This design comes from an exercise in tuning for small area, a short achievable clock period and few clock cycles per item on the open sky130 flow, not from production work.
At most, simulation tests tie the RTL to the original design; equivalence was not proved.

==> flow/design.v <==
module huffman(clk, reset, gray_valid, gray_data, CNT_valid, CNT1, CNT2, CNT3, CNT4, CNT5, CNT6,
    code_valid, HC1, HC2, HC3, HC4, HC5, HC6, M1, M2, M3, M4, M5, M6 );
input clk;
input reset;
input gray_valid;
input [7:0] gray_data;
output reg CNT_valid;
output [7:0] CNT1, CNT2, CNT3, CNT4, CNT5, CNT6;
output reg code_valid;
output [7:0] HC1, HC2, HC3, HC4, HC5, HC6;
output [7:0] M1, M2, M3, M4, M5, M6;
	reg [6:0] w [0:5];    
	reg [2:0] ptr [0:5];  
	reg [4:0] hc [0:5];
	reg [4:0] mk [0:5];   
	reg started;          
	reg act;              
	reg ph;               
	reg [4:1] fm;         
	assign CNT1 = {1'b0, w[5]};
	assign CNT2 = {1'b0, w[0]};
	assign CNT3 = {1'b0, w[1]};
	assign CNT4 = {1'b0, w[2]};
	assign CNT5 = {1'b0, w[3]};
	assign CNT6 = {1'b0, w[4]};
	assign HC1 = {3'b0, hc[0]};
	assign HC2 = {3'b0, hc[1]};
	assign HC3 = {3'b0, hc[2]};
	assign HC4 = {3'b0, hc[3]};
	assign HC5 = {3'b0, hc[4]};
	assign HC6 = {3'b0, hc[5]};
	assign M1 = {3'b0, mk[0][4:1], 1'b1};
	assign M2 = {3'b0, mk[1][4:1], 1'b1};
	assign M3 = {3'b0, mk[2][4:1], 1'b1};
	assign M4 = {3'b0, mk[3][4:1], 1'b1};
	assign M5 = {3'b0, mk[4][4:1], 1'b1};
	assign M6 = {3'b0, mk[5][4:1], 1'b1};
	wire detect = started && !gray_valid;
	wire sum = act && ph;
	wire ins = act && !ph;
	wire last = sum && w[2][6] && w[2][5] && w[2][4];
	function lt;
		input [6:0] a, b;
		integer n;
		begin
			lt = 1'b0;
			for (n = 0; n < 7; n = n + 1) lt = (a[n] == b[n]) ? lt : b[n];
		end
	endfunction
	wire [6:0] N = w[0];
	wire [5:1] l;
	genvar k;
	generate for (k = 1; k < 6; k = k + 1) begin : cmp
		assign l[k] = lt(w[k], N);
	end endgenerate
	wire [6:0] c = {1'b0, l[5], l[4:1] | fm, 1'b1};
	wire [6:1] mv = {sum, {5{act}} & (c[5:1] | {5{ph}})};
	wire [2:0] q = {c[4], c[2] & !c[4], (c[1] & !c[2]) | (c[3] & !c[4]) | c[5]};
	wire [6:0] ap = w[0] ^ w[1], ag = w[0] & w[1];
	wire [6:0] cy;
	assign cy[0] = 1'b0;
	assign cy[1] = ag[0];
	assign cy[2] = ag[1] | (ap[1] & ag[0]);
	wire g32 = ag[3] | (ap[3] & ag[2]), p32 = ap[3] & ap[2];
	wire g54 = ag[5] | (ap[5] & ag[4]), p54 = ap[5] & ap[4];
	assign cy[3] = ag[2] | (ap[2] & cy[2]);
	assign cy[4] = g32 | (p32 & cy[2]);
	assign cy[5] = ag[4] | (ap[4] & cy[4]);
	assign cy[6] = g54 | (p54 & cy[4]);
	wire [6:0] ws = ap ^ cy;
	always @(posedge clk or posedge reset) begin
		if (reset) begin
			started <= 0;
			act <= 0;
			ph <= 0;
			fm <= 4'b1111;
			CNT_valid <= 0;
			code_valid <= 0;
		end else begin
			started <= gray_valid || (started && !detect);
			CNT_valid <= detect;
			act <= detect || (act && !last);
			ph <= ins && !fm[1];
			if (ins) fm <= {1'b0, fm[4:2]};
			if (last) code_valid <= 1;
		end
	end
	wire [2:0] g = gray_data[2:0];
	wire [5:0] en = {gray_valid && g == 3'd6, gray_valid && g == 3'd5, gray_valid && g == 3'd4,
	                 gray_valid && g == 3'd3, gray_valid && g == 3'd2, gray_valid && g == 3'd1};
	wire [2:0] slot [0:5];
	assign slot[0] = 3'd5; assign slot[1] = 3'd0; assign slot[2] = 3'd1;
	assign slot[3] = 3'd2; assign slot[4] = 3'd3; assign slot[5] = 3'd4;
	genvar j;
	generate for (j = 0; j < 6; j = j + 1) begin : ent
		localparam integer s = (j == 5) ? 0 : j + 1;
		wire [6:0] up = (j < 5) ? w[j + 1] : 7'h7f;
		wire [6:0] ones;    
		assign ones[0] = 1'b1;
		genvar n;
		for (n = 1; n < 7; n = n + 1) begin : pre
			assign ones[n] = &w[j][n - 1:0];
		end
		wire [6:0] inc = w[j] ^ (ones & {7{en[s]}});
		wire tu = (j == 0) ? ins && c[1] : mv[j + 1];
		wire tn = (j == 0) ? act && !tu : mv[j] && !mv[j + 1];
		wire [6:0] nv = (j == 0) ? (sum ? ws : N) : N;
		wire [6:0] d = ({7{tu}} & up) | ({7{tn}} & nv) | ({7{!tu && !tn}} & inc);
		always @(posedge clk or posedge reset) begin
			if (reset) w[j] <= 0;
			else w[j] <= d;
		end
	end endgenerate
	reg [5:1] cr;
	reg sr, ir;
	always @(posedge clk or posedge reset) begin
		if (reset) begin
			cr <= 0;
			sr <= 0;
			ir <= 0;
		end else begin
			cr <= c[5:1];
			sr <= sum;
			ir <= ins;
		end
	end
	wire [6:0] crx = {1'b0, cr, 1'b1};
	wire [2:0] qr = {cr[4], cr[2] & !cr[4], (cr[1] & !cr[2]) | (cr[3] & !cr[4]) | cr[5]};
	genvar i;
	generate for (i = 0; i < 6; i = i + 1) begin : sym
		wire [2:0] p = ptr[i];
		wire [2:0] pm1 = {p[2] & (p[1] | p[0]), p[1] ^ !p[0], !p[0]};  
		wire z = p == 3'd0;
		wire [2:0] pe = (sr || ir) ? (z ? (sr ? 3'd0 : qr) : ((sr || crx[p]) ? pm1 : p)) : p;
		wire a = sum && pe[2:1] == 2'd0;
		wire a0 = sum && pe == 3'd0;
		always @(posedge clk or posedge reset) begin
			if (reset) begin
				ptr[i] <= slot[i];
				hc[i] <= 0;
				mk[i] <= 0;
			end else begin
				ptr[i] <= pe;
				mk[i] <= mk[i] | ({5{a}} & {mk[i][3:0], 1'b1});
				hc[i] <= hc[i] | ({5{a0}} & {mk[i][3:0], 1'b1} & ~mk[i]);
			end
		end
	end endgenerate
endmodule
export LEC_CHECK = 0
export CAP_MARGIN = 20
export CORE_MARGIN = 2
export CORE_UTILIZATION = 40
export SETUP_SLACK_MARGIN = 2.0
export SLEW_MARGIN = 20
create_clock -name core_clock -period 5.0 [get_ports {clk}]
standard.sh (not shown) runs the stock make flow with config.mk's settings and CLKGATE_MAP_FILE= SYNTH_SCRIPT=/design/flow/synth_recipe.tcl, a recipe that flattens the netlist after the stock synthesis.
==> flow/flow/run.sh <==
#!/bin/bash
# The standard layout, with plain buffers on the ports instead of the
# resizer's default pick (a slow delay cell).
set -euo pipefail
export BUFFER_PORTS_ARGS="-buffer_cell sky130_fd_sc_hd__buf_2"
bash standard.sh > standard.log 2>&1
Testbench counts at the start, summed over its fixed seeds: cycles 11,136, items 96.
Rerun with:
--- a/flow/design.v
+++ b/flow/design.v
@@ -102,45 +102,31 @@
 			assign ones[n] = &w[j][n - 1:0];
 		end
 		wire [6:0] inc = w[j] ^ (ones & {7{en[s]}});
-		wire tu = (j == 0) ? ins && c[1] : mv[j + 1];
-		wire tn = (j == 0) ? act && !tu : mv[j] && !mv[j + 1];
-		wire [6:0] nv = (j == 0) ? (sum ? ws : N) : N;
-		wire [6:0] d = ({7{tu}} & up) | ({7{tn}} & nv) | ({7{!tu && !tn}} & inc);
 		always @(posedge clk or posedge reset) begin
 			if (reset) w[j] <= 0;
-			else w[j] <= d;
+			else if (en[s]) w[j] <= inc;
+			else if (j == 0) begin
+				if (sum) w[j] <= ws;
+				else if (ins) w[j] <= c[1] ? up : N;
+			end
+			else if (mv[j + 1]) w[j] <= up;
+			else if (mv[j]) w[j] <= N;
 		end
 	end endgenerate
-	reg [5:1] cr;
-	reg sr, ir;
-	always @(posedge clk or posedge reset) begin
-		if (reset) begin
-			cr <= 0;
-			sr <= 0;
-			ir <= 0;
-		end else begin
-			cr <= c[5:1];
-			sr <= sum;
-			ir <= ins;
-		end
-	end
-	wire [6:0] crx = {1'b0, cr, 1'b1};
-	wire [2:0] qr = {cr[4], cr[2] & !cr[4], (cr[1] & !cr[2]) | (cr[3] & !cr[4]) | cr[5]};
 	genvar i;
 	generate for (i = 0; i < 6; i = i + 1) begin : sym
 		wire [2:0] p = ptr[i];
 		wire [2:0] pm1 = {p[2] & (p[1] | p[0]), p[1] ^ !p[0], !p[0]};  
-		wire z = p == 3'd0;
-		wire [2:0] pe = (sr || ir) ? (z ? (sr ? 3'd0 : qr) : ((sr || crx[p]) ? pm1 : p)) : p;
-		wire a = sum && pe[2:1] == 2'd0;
-		wire a0 = sum && pe == 3'd0;
+		wire dec = sum | c[p];
+		wire a = sum && p[2:1] == 2'd0;
+		wire a0 = sum && p == 3'd0;
 		always @(posedge clk or posedge reset) begin
 			if (reset) begin
 				ptr[i] <= slot[i];
 				hc[i] <= 0;
 				mk[i] <= 0;
 			end else begin
-				ptr[i] <= pe;
+				if (act) ptr[i] <= (p == 3'd0) ? (sum ? 3'd0 : q) : (dec ? pm1 : p);
 				mk[i] <= mk[i] | ({5{a}} & {mk[i][3:0], 1'b1});
 				hc[i] <= hc[i] | ({5{a0}} & {mk[i][3:0], 1'b1} & ~mk[i]);
 			end
=>
- The new run finished with timing, DRC and antenna clean
- clock-buffer cell count is higher by 4
- area after synthesis is lower by 1.3%
- via count is higher by 6.4%
- first-iteration DRC count is higher by 4.8%
- non-clock buffer count is higher by 5
- setup slack is worse by 0.14 ns
- die area is lower by about 1.3%
- final cell count is higher by about 4%
Testbench counts after the change, summed over its fixed seeds: cycles 11,136, items 96.

* * *

## try-lagoon
// huffman: RTL as listed in full above, without the edits since
==> flow/config.mk <==
export PLATFORM = sky130hd
export DESIGN_NAME = huffman
export DESIGN_NICKNAME = huffman
export VERILOG_FILES = /design/flow/design.v
export SDC_FILE = /design/flow/constraint.sdc
export NUM_CORES = 4
export LEC_CHECK = 0
export CAP_MARGIN = 20
export CORE_MARGIN = 2
export CORE_UTILIZATION = 40
export SETUP_SLACK_MARGIN = 2.5
export SLEW_MARGIN = 20
==> flow/constraint.sdc <==
create_clock -name core_clock -period 5.0 [get_ports {clk}]
set_input_delay 1.0000 -clock core_clock [delete_from_list [all_inputs] [get_ports {clk}]]
set_output_delay 1.0000 -clock core_clock [all_outputs]
set_load 0.01 [all_outputs]
==> flow/flow/run.sh <==
#!/bin/bash
# The standard layout, with plain buffers on the ports instead of the
# resizer's default pick (a slow delay cell), and a clock tree without the
# dummy balancing loads.
set -euo pipefail
export BUFFER_PORTS_ARGS="-buffer_cell sky130_fd_sc_hd__buf_2"
export CTS_ARGS="-sink_clustering_enable -repair_clock_nets -dont_use_dummy_load -buf_list {sky130_fd_sc_hd__clkbuf_4 sky130_fd_sc_hd__clkbuf_8}"
bash standard.sh > standard.log 2>&1
try-lagoon completed every stage of the flow, and the final layout passed the timing, DRC and antenna checks.
Testbench counts of try-lagoon, summed over its fixed seeds: cycles 11,136, items 96.
Relative to try-lagoon, the following input files were edited for try-violet:
diff --git a/flow/design.v b/flow/design.v
--- a/flow/design.v
+++ b/flow/design.v
@@ -5,13 +5,13 @@
 input gray_valid;
 input [7:0] gray_data;
-output reg CNT_valid;
+output CNT_valid;
 output [7:0] CNT1, CNT2, CNT3, CNT4, CNT5, CNT6;
-output reg code_valid;
+output code_valid;
 output [7:0] HC1, HC2, HC3, HC4, HC5, HC6;
 output [7:0] M1, M2, M3, M4, M5, M6;
 	reg [6:0] w [0:5];    
 	reg [2:0] ptr [0:5];  
-	reg [4:0] hc [0:5];
-	reg [4:0] mk [0:5];   
+	reg [3:0] hc [0:5];
+	reg [3:0] mk [0:5];   
 	reg started;          
 	reg act;              
@@ -24,17 +24,19 @@
 	assign CNT5 = {1'b0, w[3]};
 	assign CNT6 = {1'b0, w[4]};
-	assign HC1 = {3'b0, hc[0]};
-	assign HC2 = {3'b0, hc[1]};
-	assign HC3 = {3'b0, hc[2]};
-	assign HC4 = {3'b0, hc[3]};
-	assign HC5 = {3'b0, hc[4]};
-	assign HC6 = {3'b0, hc[5]};
-	assign M1 = {3'b0, mk[0][4:1], 1'b1};
-	assign M2 = {3'b0, mk[1][4:1], 1'b1};
-	assign M3 = {3'b0, mk[2][4:1], 1'b1};
-	assign M4 = {3'b0, mk[3][4:1], 1'b1};
-	assign M5 = {3'b0, mk[4][4:1], 1'b1};
-	assign M6 = {3'b0, mk[5][4:1], 1'b1};
+	assign HC1 = {3'b0, ptr[0][1], hc[0]};
+	assign HC2 = {3'b0, ptr[1][1], hc[1]};
+	assign HC3 = {3'b0, ptr[2][1], hc[2]};
+	assign HC4 = {3'b0, ptr[3][1], hc[3]};
+	assign HC5 = {3'b0, ptr[4][1], hc[4]};
+	assign HC6 = {3'b0, ptr[5][1], hc[5]};
+	assign M1 = {3'b0, ptr[0][0], mk[0][3:1], 1'b1};
+	assign M2 = {3'b0, ptr[1][0], mk[1][3:1], 1'b1};
+	assign M3 = {3'b0, ptr[2][0], mk[2][3:1], 1'b1};
+	assign M4 = {3'b0, ptr[3][0], mk[3][3:1], 1'b1};
+	assign M5 = {3'b0, ptr[4][0], mk[4][3:1], 1'b1};
+	assign M6 = {3'b0, ptr[5][0], mk[5][3:1], 1'b1};
 	wire detect = started && !gray_valid;
+	assign CNT_valid = act && fm[4];
+	assign code_valid = !act && !fm[1];
 	wire sum = act && ph;
 	wire ins = act && !ph;
@@ -45,5 +47,5 @@
 		begin
 			lt = 1'b0;
-			for (n = 0; n < 7; n = n + 1) lt = (a[n] == b[n]) ? lt : b[n];
+			for (n = 0; n < 7; n = n + 1) lt = (!a[n] && b[n]) || (!(a[n] && !b[n]) && lt);
 		end
 	endfunction
@@ -75,13 +77,9 @@
 			ph <= 0;
 			fm <= 4'b1111;
-			CNT_valid <= 0;
-			code_valid <= 0;
 		end else begin
 			started <= gray_valid || (started && !detect);
-			CNT_valid <= detect;
 			act <= detect || (act && !last);
 			ph <= ins && !fm[1];
 			if (ins) fm <= {1'b0, fm[4:2]};
-			if (last) code_valid <= 1;
 		end
 	end
@@ -121,5 +119,5 @@
 		end else begin
 			cr <= c[5:1];
-			sr <= sum;
+			sr <= sum && !last;
 			ir <= ins;
 		end
@@ -141,7 +139,7 @@
 				mk[i] <= 0;
 			end else begin
-				ptr[i] <= pe;
-				mk[i] <= mk[i] | ({5{a}} & {mk[i][3:0], 1'b1});
-				hc[i] <= hc[i] | ({5{a0}} & {mk[i][3:0], 1'b1} & ~mk[i]);
+				ptr[i] <= last ? {1'b0, mk[i][3] && a0, mk[i][3]} : pe;
+				mk[i] <= mk[i] | ({4{a}} & {mk[i][2:0], 1'b1});
+				hc[i] <= hc[i] | ({4{a0}} & {mk[i][2:0], 1'b1} & ~mk[i]);
 			end
 		end
==> comparison <==
The share of the core filled with cells in the final layout was comparable across try-lagoon and try-violet.
Changes observed in try-violet relative to try-lagoon: clock-pin slew on the worst setup and hold paths barely changed, cell area climbed 3.3%.
Summary of try-violet over try-lagoon: first-pass GRT wire length moved up; worst setup slack moved up; final critical-path required period moved down.
Diff try-lagoon and try-violet: post-synthesis instance area lower in try-lagoon
For try-violet, only the layout was checked, not whether the RTL still works.

* * *

run 1:
huffman, a different RTL version from the one above (not shown whole).
Size in the first run: ~130 flip-flops, about 160 I/O pins, ~8300 um2 of cells after synthesis.
==> module huffman, before the edit <==
module huffman(clk, reset, gray_valid, gray_data, CNT_valid, CNT1, CNT2, CNT3, CNT4, CNT5, CNT6,
    code_valid, HC1, HC2, HC3, HC4, HC5, HC6, M1, M2, M3, M4, M5, M6 );
input clk;
input reset;
input gray_valid;
input [7:0] gray_data;
output CNT_valid;
output [7:0] CNT1, CNT2, CNT3, CNT4, CNT5, CNT6;
output code_valid;
output [7:0] HC1, HC2, HC3, HC4, HC5, HC6;
output [7:0] M1, M2, M3, M4, M5, M6;
	reg [6:0] w [0:5];    
	reg [2:0] ptr [0:5];  
	reg [3:0] hc [0:5];
	reg [3:0] mk [0:5];   
	reg started;          
	reg act;              
	reg ph;               
	reg [4:1] fm;         
	assign CNT1 = {1'b0, w[5]};
	assign CNT2 = {1'b0, w[0]};
	assign CNT3 = {1'b0, w[1]};
	assign CNT4 = {1'b0, w[2]};
	assign CNT5 = {1'b0, w[3]};
	assign CNT6 = {1'b0, w[4]};
	assign HC1 = {3'b0, ptr[0][1], hc[0]};
	assign HC2 = {3'b0, ptr[1][1], hc[1]};
	assign HC3 = {3'b0, ptr[2][1], hc[2]};
	assign HC4 = {3'b0, ptr[3][1], hc[3]};
	assign HC5 = {3'b0, ptr[4][1], hc[4]};
	assign HC6 = {3'b0, ptr[5][1], hc[5]};
	assign M1 = {3'b0, ptr[0][0], mk[0][3:1], 1'b1};
	assign M2 = {3'b0, ptr[1][0], mk[1][3:1], 1'b1};
	assign M3 = {3'b0, ptr[2][0], mk[2][3:1], 1'b1};
	assign M4 = {3'b0, ptr[3][0], mk[3][3:1], 1'b1};
	assign M5 = {3'b0, ptr[4][0], mk[4][3:1], 1'b1};
	assign M6 = {3'b0, ptr[5][0], mk[5][3:1], 1'b1};
	wire detect = started && !gray_valid;
	assign CNT_valid = act && fm[4];
	assign code_valid = !act && !fm[1];
	wire sum = act && ph;
	wire ins = act && !ph;
	wire last = ins && w[2][6] && w[2][5] && w[2][4];
	function lt;
		input [6:0] a, b;
		integer n;
		begin
			lt = 1'b0;
			for (n = 0; n < 7; n = n + 1) lt = (!a[n] && b[n]) || (!(a[n] && !b[n]) && lt);
		end
	endfunction
	wire [6:0] N = w[0];
	reg [6:0] Nc;
	wire [5:1] l;
	genvar k;
	generate for (k = 1; k < 6; k = k + 1) begin : cmp
		assign l[k] = lt(w[k], Nc);
	end endgenerate
	wire [6:0] c = {1'b0, l[5], l[4:1] | fm, 1'b1};
	wire [6:1] mv = {sum, {5{act}} & (c[5:1] | {5{ph}})};
	wire [2:0] q = {c[4], c[2] & !c[4], (c[1] & !c[2]) | (c[3] & !c[4]) | c[5]};
	wire [6:0] ap = w[0] ^ w[1], ag = w[0] & w[1];
	wire [6:0] cy;
	assign cy[0] = 1'b0;
	assign cy[1] = ag[0];
	assign cy[2] = ag[1] | (ap[1] & ag[0]);
	wire g32 = ag[3] | (ap[3] & ag[2]), p32 = ap[3] & ap[2];
	wire g54 = ag[5] | (ap[5] & ag[4]), p54 = ap[5] & ap[4];
	assign cy[3] = ag[2] | (ap[2] & cy[2]);
	assign cy[4] = g32 | (p32 & cy[2]);
	assign cy[5] = ag[4] | (ap[4] & cy[4]);
	assign cy[6] = g54 | (p54 & cy[4]);
	wire [6:0] ws = ap ^ cy;
	always @(posedge clk or posedge reset) begin
		if (reset) begin
			started <= 0;
			act <= 0;
			ph <= 0;
			fm <= 4'b1111;
		end else begin
			started <= gray_valid || (started && !detect);
			act <= detect || (act && !last);
			ph <= ins && !fm[1];
			if (ins) fm <= {1'b0, fm[4:2]};
		end
	end
	wire [2:0] g = gray_data[2:0];
	wire [5:0] en = {gray_valid && g == 3'd6, gray_valid && g == 3'd5, gray_valid && g == 3'd4,
	                 gray_valid && g == 3'd3, gray_valid && g == 3'd2, gray_valid && g == 3'd1};
	wire [2:0] slot [0:5];
	assign slot[0] = 3'd5; assign slot[1] = 3'd0; assign slot[2] = 3'd1;
	assign slot[3] = 3'd2; assign slot[4] = 3'd3; assign slot[5] = 3'd4;
	genvar j;
	generate for (j = 0; j < 6; j = j + 1) begin : ent
		localparam integer s = (j == 5) ? 0 : j + 1;
		wire [6:0] up = (j < 5) ? w[j + 1] : 7'h7f;
		wire [6:0] ones;    
		assign ones[0] = 1'b1;
		genvar n;
		for (n = 1; n < 7; n = n + 1) begin : pre
			assign ones[n] = &w[j][n - 1:0];
		end
		wire [6:0] inc = w[j] ^ (ones & {7{en[s]}});
		wire tu = (j == 0) ? ins && c[1] : mv[j + 1];
		wire tn = (j == 0) ? act && !tu : mv[j] && !mv[j + 1];
		wire [6:0] nv = (j == 0) ? (sum ? ws : N) : N;
		wire [6:0] d = ({7{tu}} & up) | ({7{tn}} & nv) | ({7{!tu && !tn}} & inc);
		always @(posedge clk or posedge reset) begin
			if (reset) w[j] <= 0;
			else w[j] <= d;
		end
		if (j == 0) begin : copy
			always @(posedge clk) Nc <= d;
		end
	end endgenerate
	reg [2:0] qr;
	always @(posedge clk or posedge reset) begin
		if (reset) qr <= 0;
		else qr <= last ? 3'd0 : sum ? 3'd7 : ins ? q : 3'd0;
	end
	genvar i;
	generate for (i = 0; i < 6; i = i + 1) begin : sym
		wire [2:0] p = ptr[i];
		wire [2:0] pm1 = {p[2] & (p[1] | p[0]), p[1] ^ !p[0], !p[0]};  
		wire z = p == 3'd0;
		wire [2:0] pe = z ? ((qr == 3'd7) ? 3'd0 : qr) : ((p <= qr) ? pm1 : p);
		wire a = (sum && pe[2:1] == 2'd0) || last;
		wire a0 = (sum && pe == 3'd0) || (last && ((pe == 3'd0) ^ c[1]));
		always @(posedge clk or posedge reset) begin
			if (reset) begin
				ptr[i] <= slot[i];
				hc[i] <= 0;
				mk[i] <= 0;
			end else begin
				ptr[i] <= last ? {1'b0, mk[i][3] && a0, mk[i][3]} : pe;
				mk[i] <= mk[i] | ({4{a}} & {mk[i][2:0], 1'b1});
				hc[i] <= hc[i] | ({4{a0}} & {mk[i][2:0], 1'b1} & ~mk[i]);
			end
		end
	end endgenerate
endmodule
==> flow/config.mk <==
export PLATFORM = sky130hd
export DESIGN_NAME = huffman
export DESIGN_NICKNAME = huffman
export VERILOG_FILES = /design/flow/design.v
export SDC_FILE = /design/flow/constraint.sdc
export NUM_CORES = 4
export LEC_CHECK = 0
export CAP_MARGIN = 20
export CORE_MARGIN = 2
export CORE_UTILIZATION = 40
export SETUP_SLACK_MARGIN = 2.5
export SLEW_MARGIN = 20
==> flow/constraint.sdc <==
create_clock -name core_clock -period 5.0 [get_ports {clk}]
set_input_delay 1.0000 -clock core_clock [delete_from_list [all_inputs] [get_ports {clk}]]
set_output_delay 1.0000 -clock core_clock [all_outputs]
set_load 0.01 [all_outputs]
==> flow/flow/run.sh <==
#!/bin/bash
# The standard layout, with plain buffers on the ports instead of the
# resizer's default pick (a slow delay cell), a clock tree without the
# dummy balancing loads, and synthesis's single tie cells kept.
set -euo pipefail
export BUFFER_PORTS_ARGS="-buffer_cell sky130_fd_sc_hd__buf_1"
export CTS_ARGS="-sink_clustering_enable -repair_clock_nets -dont_use_dummy_load -buf_list {sky130_fd_sc_hd__clkbuf_4 sky130_fd_sc_hd__clkbuf_8}"
export SKIP_REPAIR_TIE_FANOUT=1
bash standard.sh > standard.log 2>&1
Edits applied to the flow inputs when going from run 1 to run 2:
--- a/flow/design.v
+++ b/flow/design.v
@@ -39,15 +39,15 @@
 	assign CNT_valid = act && fm[4];
 	assign code_valid = !act && !fm[1];
 	wire sum = act && ph;
 	wire ins = act && !ph;
-	wire last = ins && w[2][6] && w[2][5] && w[2][4];
+	wire last = sum && w[2][6] && w[2][5] && w[2][4];
 	function lt;
 		input [6:0] a, b;
 		integer n;
 		begin
 			lt = 1'b0;
-			for (n = 0; n < 7; n = n + 1) lt = (!a[n] && b[n]) || (!(a[n] && !b[n]) && lt);
+			for (n = 0; n < 7; n = n + 1) lt = (a[n] == b[n]) ? lt : b[n];
 		end
 	endfunction
 	wire [6:0] N = w[0];
 	reg [6:0] Nc;
@@ -115,18 +115,18 @@
 	end endgenerate
 	reg [2:0] qr;
 	always @(posedge clk or posedge reset) begin
 		if (reset) qr <= 0;
-		else qr <= last ? 3'd0 : sum ? 3'd7 : ins ? q : 3'd0;
+		else qr <= (sum && !last) ? 3'd7 : ins ? q : 3'd0;
 	end
 	genvar i;
 	generate for (i = 0; i < 6; i = i + 1) begin : sym
 		wire [2:0] p = ptr[i];
 		wire [2:0] pm1 = {p[2] & (p[1] | p[0]), p[1] ^ !p[0], !p[0]};  
 		wire z = p == 3'd0;
 		wire [2:0] pe = z ? ((qr == 3'd7) ? 3'd0 : qr) : ((p <= qr) ? pm1 : p);
-		wire a = (sum && pe[2:1] == 2'd0) || last;
-		wire a0 = (sum && pe == 3'd0) || (last && ((pe == 3'd0) ^ c[1]));
+		wire a = sum && pe[2:1] == 2'd0;
+		wire a0 = sum && pe == 3'd0;
 		always @(posedge clk or posedge reset) begin
 			if (reset) begin
 				ptr[i] <= slot[i];
 				hc[i] <= 0;
==> comparison <==
| final worst hold slack | run 1 vs run 2 | ≈ equal |. Largest net degree at the start of global routing sits lower in run 2 than in run 1. From run 1 to run 2 the numbers moved as follows: critical path depth went down by 4; worst relative slew slack now sits lower; fmax climbed 0.0081 GHz. Count of vias placed by the detailed router (run 1 / run 2): 1.14. Relative to run 1, the ratio of cells with drive above 1 in the final layout of run 2 is lower by 0.29 points. The lower overall die area of run 1 and run 2 is in run 2. Against run 1, run 2 comes in about 6% lower on total non-filler cell area in the finished layout.
Testbench counts of run 2, summed over its fixed seeds: cycles 11,136, items 96.
The RTL of run 1 was laid out without a check of its function.

## static timing again, ports no longer ideal
Ports are ideal in the flow. The routed layouts listed here were re-timed in OpenROAD.
Step 1: set_driving_cell puts a clkbuf_16 on clk and a buf_2 on each other input, an assumption about the parent block.
Step 2 also shifts input and output timing later by t, the mid clock arrival at the registers, as if the neighbouring blocks saw the same clock.
a / b / c = ideal ports / drivers / drivers and shift; a / b = the first two.
| run | t (ns) | setup WS [ns] | slew at the worst register clock pin (ns) | pins driven straight from the clock port |
|---|---|---|---|---|
| the first run of note 1 | 0.472 | 2.152 / 2.152 / 1.965 | 0.07 / 0.07 | 1 |
| the second run of note 1 | 0.465 | 2.010 / 2.010 / 1.860 | 0.06 / 0.06 | 1 |
| try-lagoon | 0.487 | 2.530 / 2.530 / 2.133 | 0.10 / 0.10 | 1 |
| try-violet | 0.477 | 2.590 / 2.572 / 2.144 | 0.08 / 0.08 | 1 |
| run 1 | 0.482 | 2.559 / 2.559 / 2.172 | 0.08 / 0.08 | 1 |
| run 2 | 0.475 | 2.607 / 2.580 / 2.316 | 0.08 / 0.08 | 1 |
After both steps every run listed still meets setup and hold. For try-violet, which loses most, drivers alone change the setup slack by -0.018 ns; drivers and shift together by -0.446 ns.
